This is an optimization exercise on Yosys and OpenROAD, whose aim is small area, not a production implementation. At most, simulation tests tie the RTL to the original design; equivalence was not proved. Power figures rest on the tool's default switching activity, not on a simulated workload.

== red ==
==> flow/design.v (excerpt) <==
module Screen(clk, reset, hsync, vsync, xball, yball, xpat, ypat, colors);
Size in the first run: ~60 I/O pins, roughly 3700 um2 of cells after synthesis.
Settings: LEC_CHECK=0, CAP_MARGIN=20, CORE_MARGIN=2, CORE_UTILIZATION=40, SLEW_MARGIN=20; clock period 16.0 ns.
standard.sh (not shown) runs the stock make flow with config.mk's settings and CLKGATE_MAP_FILE= SYNTH_SCRIPT=/design/flow/synth_recipe.tcl, a recipe that flattens the netlist after the stock synthesis.
==> flow/flow/run.sh <==
#!/bin/bash
# The standard layout (standard.sh), with two changes:
#  - synthesis runs flow/synth.tcl (see there): the standard script with
#    an area-oriented ABC mapping and the ripple adders as full-adder cells;
#  - port buffers are buf_1 cells instead of the default delay cells.
# All tool output goes to the ORFS logs and to standard.log here.
set -euo pipefail
F=$(cd "$(dirname "${BASH_SOURCE[0]}")" && pwd)
bash standard.sh SYNTH_SCRIPT=$F/synth.tcl \
  "BUFFER_PORTS_ARGS=-buffer_cell sky130_fd_sc_hd__buf_1" finish > standard.log 2>&1
Other scripts of this flow, unchanged in this note and not shown: flow/flow/adders.v, flow/flow/area.abc, flow/flow/synth.tcl
Edits applied to the flow inputs when going from red to blue:
Settings: putting CTS_CLUSTER_SIZE at 30 where nothing was set; putting CTS_BUF_LIST at sky130_fd_sc_hd__clkbuf_8 where nothing was set; putting CTS_CLUSTER_DIAMETER at 100 where nothing was set.
- blue vs. red: later-pin clock latency in the skew report barely changed, ratio of routed vias to standard cells barely changed.
- Reported for red and blue, cell area turned out identical to the last digit.
- From red to blue, count of flip-flops with a built-in enable after synthesis did not move at all.
- Re worst reg-to-reg path cell count: no difference whatsoever between red and blue.
- red → blue: worst slew margin relative to its limit stayed essentially flat, worst hold slack after final layout stayed essentially flat, count of standard-cell rows stayed essentially flat.
- In terms of clock net sink count, red and blue differ only marginally.

========
lane 1:
Screen, a different RTL version from the one above (not shown whole).
Size: roughly 1000 cells after synthesis, roughly 25 flip-flops, roughly 60 I/O pins, ~7000 µm² of cells after synthesis.
Settings: LEC_CHECK=0, CAP_MARGIN=20, CORE_MARGIN=2, CORE_UTILIZATION=40, SLEW_MARGIN=20; clock period 16.0 ns.
run.sh (not shown) runs the stock make flow with config.mk's settings and CLKGATE_MAP_FILE= SYNTH_SCRIPT=/design/flow/synth_recipe.tcl, a recipe that flattens the netlist after the stock synthesis.
Stock flow here: none of the scripts above is used.
Lane 1 completed end to end with timing, DRC and antenna clean.
Edits applied to the flow inputs when going from lane 1 to lane 2:
==> flow/flow/run.sh (new file) <==
#!/bin/bash
# Standard layout, unchanged.
bash standard.sh > standard.log 2>&1
==> flow/standard.sh (new file) <==
#!/bin/bash
# synth_recipe.tcl (not shown) runs the flow's synth.tcl, then flattens the netlist and writes it again
# the make line also repeats each setting of config.mk as NAME=value (left out here)
make -C /OpenROAD-flow-scripts/flow DESIGN_CONFIG=/design/flow/config.mk WORK_HOME=/design/flow/orfs CLKGATE_MAP_FILE= SYNTH_SCRIPT=/design/flow/synth_recipe.tcl "${@:-finish}"
removed: flow/run.sh
Re wire length: no difference whatsoever between lane 2 and lane 1. Maximum vdd ir drop came out exactly the same in lane 1 and lane 2. The fraction of registers with async set/reset of lane 2 and that of lane 1 are within noise of each other. Reported for lane 1 and lane 2, remaining design rule violation count turned out identical to the last digit. Lane 1 -> lane 2: final cell count delta 0, exact match. Comparing lane 1 against lane 2, there is no change at all in die area.

========
Another version of the RTL of Screen (not shown whole).
Size in the first run: ~530 cells after synthesis, ~25 flip-flops.
Design Screen, start of the top module:
module Screen(clk, reset, hsync, vsync, xball, yball, xpat, ypat, colors);
==> flow/config.mk <==
export PLATFORM = sky130hd
export DESIGN_NAME = Screen
export DESIGN_NICKNAME = Screen
export VERILOG_FILES = /design/flow/design.v
export SDC_FILE = /design/flow/constraint.sdc
export NUM_CORES = 4
export LEC_CHECK = 0
export CAP_MARGIN = 20
export CORE_MARGIN = 2
export CORE_UTILIZATION = 40
export SLEW_MARGIN = 20
==> flow/constraint.sdc <==
create_clock -name core_clock -period 16.0 [get_ports {clk}]
set_input_delay 3.2000 -clock core_clock [delete_from_list [all_inputs] [get_ports {clk}]]
set_output_delay 3.2000 -clock core_clock [all_outputs]
set_load 0.01 [all_outputs]
standard.sh (not shown) runs the stock make flow with config.mk's settings and CLKGATE_MAP_FILE= SYNTH_SCRIPT=/design/flow/synth_recipe.tcl, a recipe that flattens the netlist after the stock synthesis.
==> flow/flow/run.sh <==
#!/bin/bash
# The standard layout (standard.sh), with two changes:
#  - synthesis runs flow/synth.tcl (see there): the standard script with
#    an area-oriented ABC mapping and the ripple adders as full-adder cells;
#  - port buffers are buf_1 cells instead of the default delay cells.
# All tool output goes to the ORFS logs and to standard.log here.
set -euo pipefail
F=$(cd "$(dirname "${BASH_SOURCE[0]}")" && pwd)
bash standard.sh SYNTH_SCRIPT=$F/synth.tcl \
  "BUFFER_PORTS_ARGS=-buffer_cell sky130_fd_sc_hd__buf_1" finish > standard.log 2>&1
Other scripts of this flow, unchanged in this note and not shown: flow/flow/adders.v, flow/flow/area.abc, flow/flow/synth.tcl
The starting point finished clean.
Next try:
Settings changed: CTS_BUF_LIST set to sky130_fd_sc_hd__clkbuf_16, CTS_CLUSTER_DIAMETER set to 200, CTS_CLUSTER_SIZE set to 50.
The changed run finished clean. Die area does not change. Via count stays flat. Synthesized area is unchanged. Final area is higher by 0.85%. Worst hold slack gets worse by 0.0054 ns. Clock-buffer cell count does not change. Cell count does not change. Routed wire length barely changes.
Next try:
Settings changed: CTS_BUF_LIST sky130_fd_sc_hd__clkbuf_16 to sky130_fd_sc_hd__clkbuf_8 sky130_fd_sc_hd__clkbuf_4, CTS_CLUSTER_DIAMETER 200 to not set, CTS_CLUSTER_SIZE 50 to not set.
Result:
- total power drops by about 7.5%
- design area drops by about 0.8%
- maximum frequency stays flat
- die area does not change
- non-clock buffer count stays the same
- critical path depth is unchanged
- setup slack got worse by 0.029 ns
- wire length is about the same
- clock power drops by 31%
- final cell count stays the same
- register-to-register slack got worse by 0.04 ns

========
Screen, a different RTL version from the one above (not shown whole).
Size: about 25 flip-flops, roughly 60 I/O pins, ~4000 um2 of cells after synthesis.
Settings: LEC_CHECK=0, CAP_MARGIN=20, CORE_MARGIN=2, CORE_UTILIZATION=40, SLEW_MARGIN=20; clock period 16.0 ns.
==> flow/flow/run.sh <==
#!/bin/bash
# The standard layout (standard.sh), with two changes:
#  - synthesis runs flow/synth.tcl: the standard script with an
#    area-oriented ABC mapping (flow/area.abc) and no adder cells;
#  - port buffers are buf_1 cells instead of the default delay cells.
set -euo pipefail
F=$(cd "$(dirname "${BASH_SOURCE[0]}")" && pwd)
bash standard.sh SYNTH_SCRIPT=$F/synth.tcl \
  "BUFFER_PORTS_ARGS=-buffer_cell sky130_fd_sc_hd__buf_1" finish > standard.log 2>&1
==> flow/flow/area.abc <==
strash
dc2
balance
rewrite
refactor
balance
rewrite
rewrite -z
balance
refactor -z
rewrite -z
balance
&get -n
&deepsyn -T 60
&put
dch
amap
strash
dch
amap
topo
==> flow/flow/synth.tcl <==
# The standard synthesis (synth_recipe.tcl), with these changes: the
# combinational mapping runs an area-oriented ABC script (area.abc here)
# instead of ORFS's delay-oriented one. Registers are mapped as before.
set ::area_abc [file join [file dirname [file normalize [info script]]] area.abc]
proc synth {args} {
  set i [lsearch -exact $args -extra-map]
  if { $i >= 0 } { set args [lreplace $args $i [expr {$i + 1}]] }
  yosys synth -nofsm -noshare {*}$args
}
# no full/half adder cells: ABC maps the adders' gates with the rest
proc extract_fa {args} {}
proc abc {args} {
  set out {}
  set skip 0
  foreach a $args {
    if { $skip } { set skip 0; continue }
    if { $a eq "-script" || $a eq "-D" || $a eq "-constr" } { set skip 1; continue }
    lappend out $a
  }
  yosys abc -script $::area_abc {*}$out
}
source $::env(SCRIPTS_DIR)/synth.tcl
# left out here: clear keep_hierarchy, flatten, clean up, hide names made inside functions, write 1_2_yosys.v
Next try:
--- a/flow/config.mk
+++ b/flow/config.mk
@@ -8,4 +8,4 @@
 export CAP_MARGIN = 20
 export CORE_MARGIN = 2
-export CORE_UTILIZATION = 40
+export CORE_UTILIZATION = 65
 export SLEW_MARGIN = 20
What happened: Count of clock-buffer cells in the layout falls by 1. Final area falls by 1.4%. Die area falls by 37%. Register-to-register slack gets better by 0.36 ns. Power rises by 2.4%. Worst setup slack gets better by 0.28 ns. Routed wire length rises by 0.77%. Sequential power barely changes. Synthesized area is unchanged. Combinational power rises by about 3%. Final cell count falls by 6.1%.
Function was not checked in any run of this note: the RTL went through the layout flow alone.

[static timing again, ports no longer ideal]
The flow's constraints put no driver on any port. The routed layouts listed below were extracted and timed again, unchanged, in two steps. Step 1 assumes that a clkbuf_16 drives the clock port and a buf_2 every other input. Step 2 times the ports against the registers' clock, not the clock port: input delays grow and output delays shrink by t, the midpoint of the rising clock arrivals with the driver on. Slacks: no drivers / after step 1 / after step 2; pairs: no drivers / after step 1.
run | shift t [ns] | setup WS [ns] | clock arrival spread, ns | worst slew at a driven data input, ns | cell pins on the clock port's net
red | 0.296 | 5.316 / 5.323 / 5.027 | 0.004 / 0.003 | 0.04 | 1
blue | 0.296 | 5.316 / 5.323 / 5.027 | 0.004 / 0.003 | 0.04 | 1
lane 1 | 0.295 | 7.536 / 7.550 / 7.255 | 0.005 / 0.006 | 0.05 | 1
lane 2 | 0.295 | 7.536 / 7.550 / 7.255 | 0.005 / 0.006 | 0.05 | 1
the first run of note 3 | 0.303 | 5.188 / 5.197 / 4.894 | 0.014 / 0.014 | 0.04 | 1
the second run of note 3 | 0.299 | 5.217 / 5.231 / 4.932 | 0.006 / 0.006 | 0.04 | 1
the third run of note 3 | 0.303 | 5.188 / 5.197 / 4.894 | 0.014 / 0.014 | 0.04 | 1
the first run of note 4 | 0.307 | 6.252 / 6.262 / 5.955 | 0.003 / 0.003 | 0.04 | 1
the second run of note 4 | 0.317 | 6.536 / 6.541 / 6.224 | 0.019 / 0.018 | 0.05 | 1
After both steps setup and hold are still met in every run listed. The setup slack of the second run of note 4, which loses most, moves by +0.005 ns with the drivers and by -0.312 ns with both steps.
